This is an optimization exercise on Yosys and OpenROAD, whose aim is small area, a short achievable clock period and few clock cycles per item, not a production implementation. Function was checked by simulation only, so behaviour that the tests miss may differ from the original. Power figures rest on the tool's default switching activity, not on a simulated workload.

==> flow/design.v, too long to show whole: its modules and the start of the top module <==
// module mul_s1: 4366 lines
// module mul_s2: 415 lines
// module floating_carpma: 98 lines
module floating_carpma #(
	parameter N_BIT 		= 64,
	parameter EXPONENT 		= 11,
	parameter FRACTION      = 52,
	parameter DURUM_UST_BIT = 105,
	parameter BIAS 			= 1023,
	parameter CSW           = 408   
	)
    (
	input 		clk,
	input 		rst,
	input 		start,
	input 		[N_BIT-1:0] carpan,
	input 		[N_BIT-1:0] carpilan,
	output 		[N_BIT-1:0] sonuc,
	output 		ready,
	output 		done
    );
  // ...
==> flow/run.sh <==
#!/bin/bash
# synth_recipe.tcl (not shown) runs the flow's synth.tcl, then flattens the netlist and writes it again
# the make line also repeats each setting of config.mk as NAME=value (left out here)
make -C /OpenROAD-flow-scripts/flow DESIGN_CONFIG=/design/flow/config.mk WORK_HOME=/design/flow/orfs CLKGATE_MAP_FILE= SYNTH_SCRIPT=/design/flow/synth_recipe.tcl finish
==> flow/config.mk <==
export PLATFORM = sky130hd
export DESIGN_NAME = floating_carpma
export DESIGN_NICKNAME = floating_carpma
export VERILOG_FILES = /design/flow/design.v
export SDC_FILE = /design/flow/constraint.sdc
export NUM_CORES = 4
export LEC_CHECK = 0
export CAP_MARGIN = 20
export CORE_MARGIN = 2
export CORE_UTILIZATION = 40
export SLEW_MARGIN = 20
==> flow/constraint.sdc <==
create_clock -name core_clock -period 6.0 [get_ports {clk}]
set_input_delay 1.2000 -clock core_clock [delete_from_list [all_inputs] [get_ports {clk}]]
set_output_delay 1.2000 -clock core_clock [all_outputs]
set_load 0.01 [all_outputs]
==> reports/qor.yml, run 1 <==
final_layout:
  nets: 15400
  multi_input_cells: 10800
  seqCellArea_sq_um: 12700
  signal_buffers: 646
  top_register: "cs_r"
  inverters: 1611
  largest_register_ffs: 408
critical_path:
  cpMaxStageDelayCell: "nor4_1"
  worstSetupStartpoint: "cs_r[204]"
  slowest_delay_ns: 0.91
  cp.required_ns: 6.68
  crit_top_cell: "a21oi_1"
  crit_path_start_kind: "flop"
logic_synthesis:
  synth_cell_types: 88
  synth_area_leaders: "fa_1 (24%), dfxtp_1 (12%), a21oi_1 (8.6%)"
  ys_seq_area_share_pct: 11.5
  syn_inst: 14900
  synth_top_family_by_area: "compound AO/OA/AOI/OAI gates"
  yosysTopAreaCellShare_pct: 24.1
detailed_routing:
  vias_per_cell: 6.50
  avgRoutedWirePerCell_um: 29.3
global_routing:
  grt_pass1_wl_um: 730000
timing:
  hold_violations: 0
  max_slew_margin_pct: 16.0
  fmax_mhz: 183
  skew_ns: 0.0916
floorplanning:
  start_util_pct: 40.2
  dieWidth_um: 522
pwr:
  p_seq_w: 0.00759
  power_switching_share_pct: 58.5
  p_clk_share_pct: 6.9
worst_hold_path:
  whs_endpoint: "isaret_r"
  worstHoldStart: "b_r[63]"
run_status:
  status: "complete, no violations"
clocking:
  cts_resized: 0
Testbench counts, summed over its fixed seeds: cycles 3,216, ops 3,200.
==> run 2: changes to the inputs <==
--- a/flow/config.mk
+++ b/flow/config.mk
@@ -6,6 +6,8 @@
 export NUM_CORES = 4
 export LEC_CHECK = 0
+export ABC_CLOCK_PERIOD_IN_PS = 3000
 export CAP_MARGIN = 20
 export CORE_MARGIN = 2
-export CORE_UTILIZATION = 40
+export CORE_UTILIZATION = 55
+export SETUP_SLACK_MARGIN = 2.5
 export SLEW_MARGIN = 20
==> reports/qor.yml, run 2 <==
logic_synthesis:
  syn_avg_cell_area_sq_um: 7.19
  synth_top_area_cell: "fa_1"
  synthMuxAreaShare_pct: 0.661
  synth_area_leaders: "fa_1 (24%), dfxtp_1 (12%), a21oi_1 (8.6%)"
  yosys.area_share.simple_pct: 12.9
  synth_fp_nets: 16600
  ys.flop_type: "dfxtp_1"
  ys_ff_latch: 618
  synth-compound-area-share_pct: 31.6
  syn_inst: 14900  # unchanged
  synth_most_common_cell: "a21oi_1"
  ys_async_sr_fraction_pct: 0
  synth_common_cells: "a21oi_1 (1842), inv_1 (1589), clkbuf_1 (1501)"
  synth_cell_types: 88  # unchanged
  yosysTopAreaCellShare_pct: 24.1  # unchanged
  synth_edf_count: 0
  ys_seq_area_share_pct: 11.5  # unchanged
  synth_top_family_by_area: "compound AO/OA/AOI/OAI gates"
  ys_warn_count: 1
  netlist_area_sq_um: 108000
  synth-xor-area-share_pct: 1.38
  yosys.area_share.adder_pct: 29.6
clocking:
  clockBufferDepth: 3
  cts-root-buf: "clkbuf_16"
  cts.sinks: 618
  hold_buffers: 0
  htree_levels: 3
  cts_buffers: 78
floorplanning:
  dieWidth_um: 446  # -15%
  pin_count: 197
  die_y_um: 446
  start_util_pct: 55.3  # +15 points
  placementRows: 162
global_routing:
  grt_max_degree: 99
run_status:
  stop_stage: "global routing"
  status: "did not finish"
  tool.error: "[ERROR GRT-0116] Global routing finished with congestion. Check the congestion regions in the DRC Viewer."
placed_design:
  routabilityCongestion: 1.10
  placed_cell_area_sq_um: 111000
  portBuffers: 195
  dp_hpwl_um: 385000
==> run 2: cell counts after synthesis <==
Identical to the previous run, type by type.
==> run 2: how the worst min path moves through the flow <==
stage | endpoint | startpoint | depth (start not counted) | slack [ns]
floorplan | cs_r[1] | b_r[1] | 0 | 0.33
global placement | done_ | v1 | 1 | 0.42
detailed placement | v1 | v0 | 1 | 0.43
CTS | done_ | v1 | 1 | 0.45
==> run 2: cells by family after synthesis <==
| logic type | count (synthesis) |
|---|---|
| compound gates | 5406 |
| buf+inv | 3524 |
| simple gates | 3325 |
| fa+ha+maj | 1833 |
| flops | 618 |
| xor+xnor | 170 |
| mux | 69 |
| other cells | 1 |
==> run 2: repair_timing <==
action | in CTS
resized for setup | 2403
pin swaps | 669
setup buffers | 888
endpoints found under the setup margin | 375
endpoints found under the hold margin | 0
cloned | 157
==> run 2: power groups by stage <==
stage / registers, W / logic [W] / clock network (W)
2_1_floorplan: 0.00689 / 0.0379 / 0
3_3_place_gp: 0.00769 / 0.0615 / 0
3_5_place_dp: 0.00771 / 0.0621 / 0
4_1_cts: 0.00733 / 0.0708 / 0.00545
==> run 2: metrics by stage <==
step | instances | setup slack (ns) | total power, W
2_1_floorplan | 14900 | 1.93 | 0.0448
3_3_place_gp | 16200 | 0.416 | 0.0692
3_5_place_dp | 16200 | 0.687 | 0.0698
4_1_cts | 17400 | 1.45 | 0.0835

[static timing again, ports no longer ideal]
The results above use ideal ports. As a check the final layout listed here was re-extracted and re-timed, cells and wires unchanged.
Step 1 (the two cells are an assumption about what drives the block):
set clk [get_ports {clk}]
set_driving_cell -lib_cell sky130_fd_sc_hd__clkbuf_16 $clk
set_driving_cell -lib_cell sky130_fd_sc_hd__buf_2 [delete_from_list [all_inputs] $clk]
Step 2 moves the port delays by t, midway between the first and last clock arrival at a register: inputs arrive t later, outputs are due t later. That takes back most of the time a late clock gives input paths.
Three values: ideal, step 1, step 2; two values: the first two.
run: run 1
t, ns: 0.835
setup WS [ns]: 0.544 / 0.544 / 0.544
latest minus earliest clock arrival (ns): 0.093 / 0.093
worst data-port slew with drivers (ns): 0.13
cell pins on the clock port's net: 1
After both steps setup and hold are still met in run 1. The setup slack of run 1 moves by 0.000 ns with the drivers and by 0.000 ns with both steps.
